This is an optimization exercise on Yosys and OpenROAD, whose aim is small area, not a production implementation.
In this exercise RTL edits were held to simulation tests only and were not proved equivalent to the original.
No activity file was given, so power comes from the tool's default toggle rates.

## v51
==> flow/design.v (excerpt) <==
module issue (
    input   wire            clk,
    input   wire            resetn,
    input   wire            snoop_hit,
    output  wire            readyn,
    input   wire            bco_valid,
    input   wire [1:0]      bp_pattern,
    input   wire            bp_taken,
    input   wire            bp_hit,
    input   wire [31:0]     bp_target,
    input   wire            wb_en,
    input   wire [3:0]      wb_dst_rob,
    input   wire [31:0]     wb_value,
    input   wire            wb_lsmiss,
    input   wire            nowb_en,
    input   wire [3:0]      nowb_dst_rob,
    input   wire [31:0]     nowb_value,
    input   wire            i_valid,
    input   wire [31:0]     i_pc,
    input   wire [3:0]      i_src0_rob,
    input   wire            i_src0_ready,
    input   wire [31:0]     i_src0_value,
    input   wire [3:0]      i_src1_rob,
    input   wire            i_src1_ready,
    input   wire [31:0]     i_src1_value,
    input   wire [3:0]      i_dst_rob,
    input   wire [25:0]     i_imm,
    input   wire [7:0]      i_fid,
    input   wire            i_branch,
    input   wire            i_load,
    input   wire            i_store,
    input   wire            i_pipe_alu,
    input   wire            i_pipe_mul,
    input   wire            i_pipe_mem,
    input   wire            i_pipe_bru,
    input   wire [4:0]      i_alu_cmd,
    input   wire [0:0]      i_mul_cmd,
    input   wire [4:0]      i_mem_cmd,
    input   wire [6:0]      i_bru_cmd,
    input   wire [1:0]      i_bagu_cmd,
    output  wire            o_valid,
    output  wire [31:0]     o_pc,
    output  wire [31:0]     o_src0_value,
    output  wire            o_src0_forward_alu,
    output  wire [31:0]     o_src1_value,
    output  wire            o_src1_forward_alu,
    output  wire [3:0]      o_dst_rob,
    output  wire [25:0]     o_imm,
    output  wire [7:0]      o_fid,
    output  wire            o_pipe_alu,
    output  wire            o_pipe_mul,
    output  wire            o_pipe_mem,
    output  wire            o_pipe_bru,
    output  wire [4:0]      o_alu_cmd,
    output  wire [0:0]      o_mul_cmd,
    output  wire [4:0]      o_mem_cmd,
    output  wire [6:0]      o_bru_cmd,
    output  wire [1:0]      o_bagu_cmd,
    output  wire [1:0]      o_bp_pattern,
  ...
For scale: ~4,700 cells after synthesis, about 1,500 flip-flops, about 490 I/O pins, about 62,000 sq um of cells after synthesis.
export LEC_CHECK = 0
export CAP_MARGIN = 10
export CORE_MARGIN = 2
export CORE_UTILIZATION = 45
export SLEW_MARGIN = 10
export SYNTH_HIERARCHICAL = 1
create_clock -name core_clock -period 7.0 [get_ports {clk}]
standard.sh (not shown) runs the stock make flow with config.mk's settings and CLKGATE_MAP_FILE= SYNTH_SCRIPT=/design/flow/synth_recipe.tcl, a recipe that flattens the netlist after the stock synthesis.
==> flow/flow/run.sh <==
#!/bin/bash
# Standard layout flow (standard.sh: ORFS synthesis through finish), with two changes:
#  - ports are buffered with the smallest buffer cell instead of the default pick;
#  - clock tree synthesis drives sink clusters of up to 8 with clkbuf_4 and adds no dummy loads.
# ORFS writes each tool's log under orfs/logs; the driver's own output goes to flow_run.log.
cp standard.sh standard_sh_copy.log 2>/dev/null
export BUFFER_PORTS_ARGS="-buffer_cell sky130_fd_sc_hd__buf_1"
export CTS_ARGS="-sink_clustering_enable -repair_clock_nets -dont_use_dummy_load -buf_list {sky130_fd_sc_hd__clkbuf_4 sky130_fd_sc_hd__clkbuf_8} -sink_clustering_buffer sky130_fd_sc_hd__clkbuf_4 -sink_clustering_size 8 -sink_clustering_max_diameter 40"
bash standard.sh > flow_run.log 2>&1
Relative to v51, the following input files were edited for v46:
==> flow/config.mk <==
export PLATFORM = sky130hd
export DESIGN_NAME = issue
export DESIGN_NICKNAME = issue
export VERILOG_FILES = /design/flow/design.v
export SDC_FILE = /design/flow/constraint.sdc
export NUM_CORES = 4
export LEC_CHECK = 0
export CAP_MARGIN = 20
export CORE_MARGIN = 2
export CORE_UTILIZATION = 55
export SLEW_MARGIN = 20
export SYNTH_HIERARCHICAL = 1
Results
v46 reports a lower met3 wirelength from detailed routing than v51 does.
Compared to v51, v46 shows a narrower setup margin.
Compared with v51, in v46 sum of routed wire length over all layers went down by 3400 um, post-layout minimum cycle time went up by 0.013 ns, switching power total went down by 0.89%.
Hold slack in v46 vs v51: down 0.0051 ns
In v46 the global-route usage turned out 6.0 points higher than in v51.
Diff v51 -> v46: length of routed met2 wiring held steady, maximum frequency flat, part of the power in registers higher.
Input changes introduced in v19 (baseline for comparison: v46):
-- flow/config.mk --
<<< v46, line 8
export CAP_MARGIN = 20
export CORE_MARGIN = 2
export CORE_UTILIZATION = 55
export SLEW_MARGIN = 20
export SYNTH_HIERARCHICAL = 1
>>> v19, line 8
export CAP_MARGIN = 20
export CORE_MARGIN = 2
export CORE_UTILIZATION = 45
export SLEW_MARGIN = 20
export SYNTH_HIERARCHICAL = 1
[summary]
Looking at the reports, v19 completed the entire flow and the layout it produced met the timing, design-rule and antenna checks.
v19 — number of ordinary and repair buffers in the finished layout 24 lower, v46 as reference
Number of filler instances in the final layout for v19 is higher than for v46.
Going from v46 to v19, worst slew slack as a fraction of its limit -2.8 points; buffers plus inverters on the worst setup path -1; share of power burned in combinational logic ~0 delta; shortest clock period the worst path allows after layout -0.031 ns.
Relative to v19, the following input files were edited for v2:
==> flow/flow/run.sh <==
#!/bin/bash
# Standard layout flow (standard.sh: ORFS synthesis through finish), with two changes:
#  - ports are buffered with the smallest buffer cell instead of the default pick;
#  - clock tree synthesis uses clkbuf_8 with sink clusters of up to 12 within 60 um and adds no dummy loads.
# ORFS writes each tool's log under orfs/logs; the driver's own output goes to flow_run.log.
cp standard.sh standard_sh_copy.log 2>/dev/null
export BUFFER_PORTS_ARGS="-buffer_cell sky130_fd_sc_hd__buf_1"
export CTS_ARGS="-sink_clustering_enable -repair_clock_nets -dont_use_dummy_load -buf_list sky130_fd_sc_hd__clkbuf_8 -sink_clustering_size 12 -sink_clustering_max_diameter 60"
bash standard.sh > flow_run.log 2>&1
On met3 global-route usage: between v19 and v2, it ends up higher for v19.
v2 ends up with a core utilization that is 0.16 points higher than in v19.
Status: portion of total power attributed to combinational logic parity (v2, v19)
Setup slack ends up higher on v2.
Power per unit of standard cell area: v2 vs v19 up about 1.6%
Diff v19..v2 | average size of a mapped cell | unchanged
v2 ends up with a layout-stage area growth over the synthesis result that is 0.34 points higher than in v19.

afterwards: timing with drivers on the ports:
In the flow no input, the clock included, has a driving cell. The finished layouts below were timed again as built, in two steps. Step 1, drivers: a clkbuf_16 drives clk and a buf_2 each remaining input, both assumed. Step 2 also shifts input and output timing later by t, the mid clock arrival at the registers, as if the neighbouring blocks saw the same clock. Three values: ideal ports, drivers, drivers and shift; two values: the first two.
run | shift t [ns] | slack for setup (ns) | clock arrival spread, ns
v51 | 0.973 | 0.219 / 0.144 / 1.116 | 0.139 / 0.139
v46 | 0.935 | 0.205 / 0.130 / 1.066 | 0.100 / 0.099
v19 | 0.976 | 0.236 / 0.155 / 1.131 | 0.125 / 0.125
v2 | 0.971 | 0.274 / 0.194 / 1.165 | 0.130 / 0.130
After both steps every run listed still meets setup and hold.
